What follows belongs to an exercise in optimizing a design on an open flow for small area, a short achievable clock period and few clock cycles; a production flow would make more cautious choices.
Where RTL was checked, it was by simulation tests only, not by an equivalence proof against the original.

==> flow/design.v (excerpt) <==
module hex2dec (
    input start,
    input [15:0] hex_data,
    output [7:0] ascii_data,
    output reg valid,
    output reg ready,
    input clk,
    input rstn
);
    reg [16:0] r;
    reg [3:0]  q;
    reg [2:0]  ph;       
    wire accept = start & ready;
    function automatic ge(input [15:0] x, input [15:0] k);
        integer i;
        begin
            ge = 1'b1;
            for (i = 0; i < 16; i = i + 1)
                ge = k[i] ? (x[i] & ge) : (x[i] | ge);
        end
    endfunction
    reg [9:0] c;
    integer j;
    always @(*) begin
        c = 10'd0;
        for (j = 1; j < 10; j = j + 1)
            if (q == j[3:0])
                c = 10'((j * 625) % 1024);
    end
    wire [13:0] m = {r[13:4] - c, r[3:0]};
    wire [16:0] r_step = {2'b00, m, 1'b0} + {m, 3'b000};
    wire [9:0] gm;
    wire [6:0] gx;
    assign gm[0] = 1'b1;
    assign gx[0] = 1'b1;
    genvar k;
    generate
        for (k = 1; k < 10; k = k + 1) begin : cmpm
            assign gm[k] = ge({5'd0, m[13:3]}, 125 * k);
        end
        for (k = 1; k < 7; k = k + 1) begin : cmpx
            assign gx[k] = ge({4'd0, hex_data[15:4]}, 625 * k);
        end
    endgenerate
    wire [9:0] ohm = gm & ~{1'b0, gm[9:1]};
    wire [6:0] ohx = gx & ~{1'b0, gx[6:1]};
    reg [3:0] qm, qx;
    always @(*) begin
        qm = 4'd0;
        qx = 4'd0;
        for (j = 1; j < 10; j = j + 1)
            qm = qm | ({4{ohm[j]}} & j[3:0]);
        for (j = 1; j < 7; j = j + 1)
            qx = qx | ({4{ohx[j]}} & j[3:0]);
    end
    always @(posedge clk) begin
        r <= accept ? {1'b0, hex_data} : r_step;
        q <= accept ? qx : qm;
    end
    reg [2:0] ph_next;
    always @(*)
        if (accept)
            ph_next = 3'd0;
        else if (ph >= 3'd4)
            ph_next = 3'd7;
        else
            ph_next = ph + 3'd1;
    always @(posedge clk or negedge rstn)
        if (!rstn) begin
            ph <= 3'd7;
            valid <= 1'b0;
            ready <= 1'b0;
        end else begin
            ph <= ph_next;
  ...
Size: ~360 cells after synthesis, ~29 I/O pins, ~2200 sq um of cells after synthesis.
==> module hex2dec, before the edit <==
module hex2dec (
    input start,
    input [15:0] hex_data,
    output [7:0] ascii_data,
    output reg valid,
    output reg ready,
    input clk,
    input rstn
);
    reg [16:0] r;
    reg [3:0]  q;
    reg [2:0]  ph;       
    wire accept = start & ready;
    function automatic ge(input [15:0] x, input [15:0] k);
        integer i;
        begin
            ge = 1'b1;
            for (i = 0; i < 16; i = i + 1)
                ge = k[i] ? (x[i] & ge) : (x[i] | ge);
        end
    endfunction
    reg [9:0] c;
    integer j;
    always @(*) begin
        c = 10'd0;
        for (j = 1; j < 10; j = j + 1)
            if (q == j[3:0])
                c = 10'((j * 625) % 1024);
    end
    wire [13:0] m = {r[13:4] - c, r[3:0]};
    wire [16:0] r_step = {2'b00, m, 1'b0} + {m, 3'b000};
    wire [9:0] gm;
    wire [6:0] gx;
    assign gm[0] = 1'b1;
    assign gx[0] = 1'b1;
    genvar k;
    generate
        for (k = 1; k < 10; k = k + 1) begin : cmpm
            assign gm[k] = ge({5'd0, m[13:3]}, 125 * k);
        end
        for (k = 1; k < 7; k = k + 1) begin : cmpx
            assign gx[k] = ge({4'd0, hex_data[15:4]}, 625 * k);
        end
    endgenerate
    wire [9:0] ohm = gm & ~{1'b0, gm[9:1]};
    wire [6:0] ohx = gx & ~{1'b0, gx[6:1]};
    reg [3:0] qm, qx;
    always @(*) begin
        qm = 4'd0;
        qx = 4'd0;
        for (j = 1; j < 10; j = j + 1)
            qm = qm | ({4{ohm[j]}} & j[3:0]);
        for (j = 1; j < 7; j = j + 1)
            qx = qx | ({4{ohx[j]}} & j[3:0]);
    end
    always @(posedge clk) begin
        r <= accept ? {1'b0, hex_data} : r_step;
        q <= accept ? qx : qm;
    end
    reg [2:0] ph_next;
    always @(*)
        if (accept)
            ph_next = 3'd0;
        else if (ph >= 3'd4)
            ph_next = 3'd7;
        else
            ph_next = ph + 3'd1;
    always @(posedge clk or negedge rstn)
        if (!rstn) begin
            ph <= 3'd7;
            valid <= 1'b0;
            ready <= 1'b0;
        end else begin
            ph <= ph_next;
            valid <= (ph_next != 3'd7);
            ready <= (ph_next == 3'd4) || (ph_next == 3'd7);
        end
    assign ascii_data = {4'h3, q};
endmodule
Settings: LEC_CHECK=0, CAP_MARGIN=20, CORE_MARGIN=2, CORE_UTILIZATION=40, SLEW_MARGIN=20; clock period 6.0 ns.
standard.sh (not shown) runs the stock make flow with config.mk's settings and CLKGATE_MAP_FILE= SYNTH_SCRIPT=/design/flow/synth_recipe.tcl, a recipe that flattens the netlist after the stock synthesis.
==> flow/flow/run.sh <==
#!/bin/bash
# Own layout flow: the standard synthesis, then its combinational logic mapped
# again by ABC for area (flip-flops kept as the standard synthesis made them:
# same instances, names and cells), then the standard flow from floorplan on.
set -euo pipefail
W=$(pwd)
R=$W/orfs/results/$FLOW_PLATFORM/hex2dec/base
L=$W/orfs/logs/$FLOW_PLATFORM/hex2dec/base
LIB=$FLOW_HOME/platforms/$FLOW_PLATFORM/lib/sky130_fd_sc_hd__tt_025C_1v80.lib
YOSYS=yosys
[[ -x $FLOW_HOME/../tools/install/yosys/bin/yosys ]] && YOSYS=$FLOW_HOME/../tools/install/yosys/bin/yosys
# ABC script for the second mapping: delay-targeted mapping with gate sizing
ABC_ARGS="-script $W/flow/abc.script"

bash standard.sh synth > $W/log_standard_synth.txt 2>&1
cp $R/1_2_yosys.v $W/standard_1_2_yosys.v

$YOSYS -q -l $W/log_cells.txt -p "read_liberty -ignore_miss_func $LIB; write_verilog -noattr $W/cells_all.v" > /dev/null
python3 $W/flow/comb_cells.py $W/cells_all.v $W/cells_comb.v

DU=$(grep -o -- "-dont_use [^ ]*" $L/1_2_yosys.log | sort -u | tr '\n' ' ')
cat > $W/resynth.ys <<EOY
read_liberty -lib $LIB
read_verilog $W/standard_1_2_yosys.v
hierarchy -top $FLOW_TOP
techmap -map $W/cells_comb.v
techmap
opt -fast
opt -purge
abc $ABC_ARGS -liberty $LIB $DU
opt_clean -purge
hilomap -singleton -hicell sky130_fd_sc_hd__conb_1 HI -locell sky130_fd_sc_hd__conb_1 LO
insbuf -buf sky130_fd_sc_hd__buf_4 A X
opt_clean -purge
stat -liberty $LIB
check -assert -mapped
write_verilog -noattr -nohex -nodec $W/resynth.v
EOY
$YOSYS -l $W/log_resynth.txt $W/resynth.ys > /dev/null
cp $W/resynth.v $R/1_2_yosys.v
rm -f $R/1_synth.odb
bash standard.sh "BUFFER_PORTS_ARGS=-buffer_cell sky130_fd_sc_hd__buf_1" finish > $W/log_standard_finish.txt 2>&1
==> flow/flow/abc.script <==
strash
balance
rewrite
refactor
balance
rewrite
rewrite -z
balance
refactor -z
rewrite -z
balance
balance
rewrite
refactor
balance
rewrite
rewrite -z
balance
refactor -z
rewrite -z
balance
dch -f
map -D 1800
buffer
upsize -D 1800
dnsize -D 1800
==> flow/flow/comb_cells.py <==
# Keep the combinational cells from Yosys's functional models of the
# library (read_liberty output): no flip-flops, latches, tie or tristate cells.
import re, sys
src = open(sys.argv[1]).read()
out = []
for body, name in re.findall(r'(module (\S+?)\(.*?endmodule)', src, re.S):
    if 'always' in body or ' reg ' in body or 'conb' in name or "'z" in body or 'bz' in body:
        continue
    if 'assign' not in body:
        continue
    out.append(body)
open(sys.argv[2], 'w').write('\n\n'.join(out) + '\n')
Testbench counts at the start, summed over its fixed seeds: cycles 1,928.
Next try:
==> flow/design.v (replaced) <==
`timescale 1 ns / 100 ps
module hex2dec (
    input start,
    input [15:0] hex_data,
    output [7:0] ascii_data,
    output reg valid,
    output reg ready,
    input clk,
    input rstn
);
    reg [16:0] r;
    reg [2:0]  ph;       
    wire accept = start & ready;
    function automatic ge(input [12:0] x, input [12:0] k);
        integer i;
        begin
            ge = 1'b1;
            for (i = 0; i < 13; i = i + 1)
                ge = k[i] ? (x[i] & ge) : (x[i] | ge);
        end
    endfunction
    wire [12:0] rh = r[16:4];
    wire [9:0] g;
    assign g[0] = 1'b1;
    genvar k;
    generate
        for (k = 1; k < 10; k = k + 1) begin : cmp
            assign g[k] = ge(rh, 625 * k);
        end
    endgenerate
    wire [9:0] oh = g & ~{1'b0, g[9:1]};     
    reg [3:0]  q;
    reg [11:0] c;        
    integer j;
    always @(*) begin
        q = 4'd0;
        c = 12'd0;
        for (j = 1; j < 10; j = j + 1) begin
            q = q | ({4{oh[j]}} & j[3:0]);
            c = c | ({12{oh[j]}} & 12'((j * 3125) % 4096));
        end
    end
    wire [16:0] t = {r[15:0], 1'b0} + {r[13:0], 3'b000};    
    wire [16:0] r_next = {t[16:5] - c, t[4:0]};
    always @(posedge clk)
        r <= accept ? {1'b0, hex_data} : r_next;
    reg [2:0] ph_next;
    always @(*)
        if (accept)
            ph_next = 3'd0;
        else if (ph >= 3'd4)
            ph_next = 3'd7;
        else
            ph_next = ph + 3'd1;
    always @(posedge clk or negedge rstn)
        if (!rstn) begin
            ph <= 3'd7;
            valid <= 1'b0;
            ready <= 1'b0;
        end else begin
            ph <= ph_next;
            valid <= (ph_next != 3'd7);
            ready <= (ph_next == 3'd4) || (ph_next == 3'd7);
        end
    assign ascii_data = {4'h3, q};
endmodule
The changed run completed with no timing, DRC or antenna violations.
Setup slack degrades by 0.55 ns.
Hold slack degrades by 0.0076 ns.
Cell area went down slightly.
Cell count went down slightly.
Global-route usage went up by 0.51 points.
Via count went down by a few percent.
Sequential share of layout area went down by 0.47 points.
Routed wire length went up slightly.
Function not checked in the second run of this note: the RTL went through the layout flow alone.

==> afterwards: timing with drivers on the ports <==
How much do the figures lean on ideal ports? The routed layouts below were timed once more, with nothing changed but the port constraints.
Step 1: set_driving_cell puts a clkbuf_16 on clk and a buf_2 on each other input, an assumption about the parent block.
Step 2 moves the port delays by t, midway between the first and last clock arrival at a register: inputs arrive t later, outputs are due t later. That takes back most of the time a late clock gives input paths.
a / b / c = ideal ports / drivers / drivers and shift; a / b = the first two.
run | shift t [ns] | slack for setup (ns) | hold WS [ns]
the first run | 0.302 | 3.116 / 3.116 / 2.933 | 0.475 / 0.475 / 0.475
the second run | 0.282 | 2.565 / 2.542 / 2.824 | 0.468 / 0.468 / 0.468
After both steps setup and hold are still met in every run listed. For the first run, which loses most, drivers alone change the setup slack by 0.000 ns; drivers and shift together by -0.183 ns.
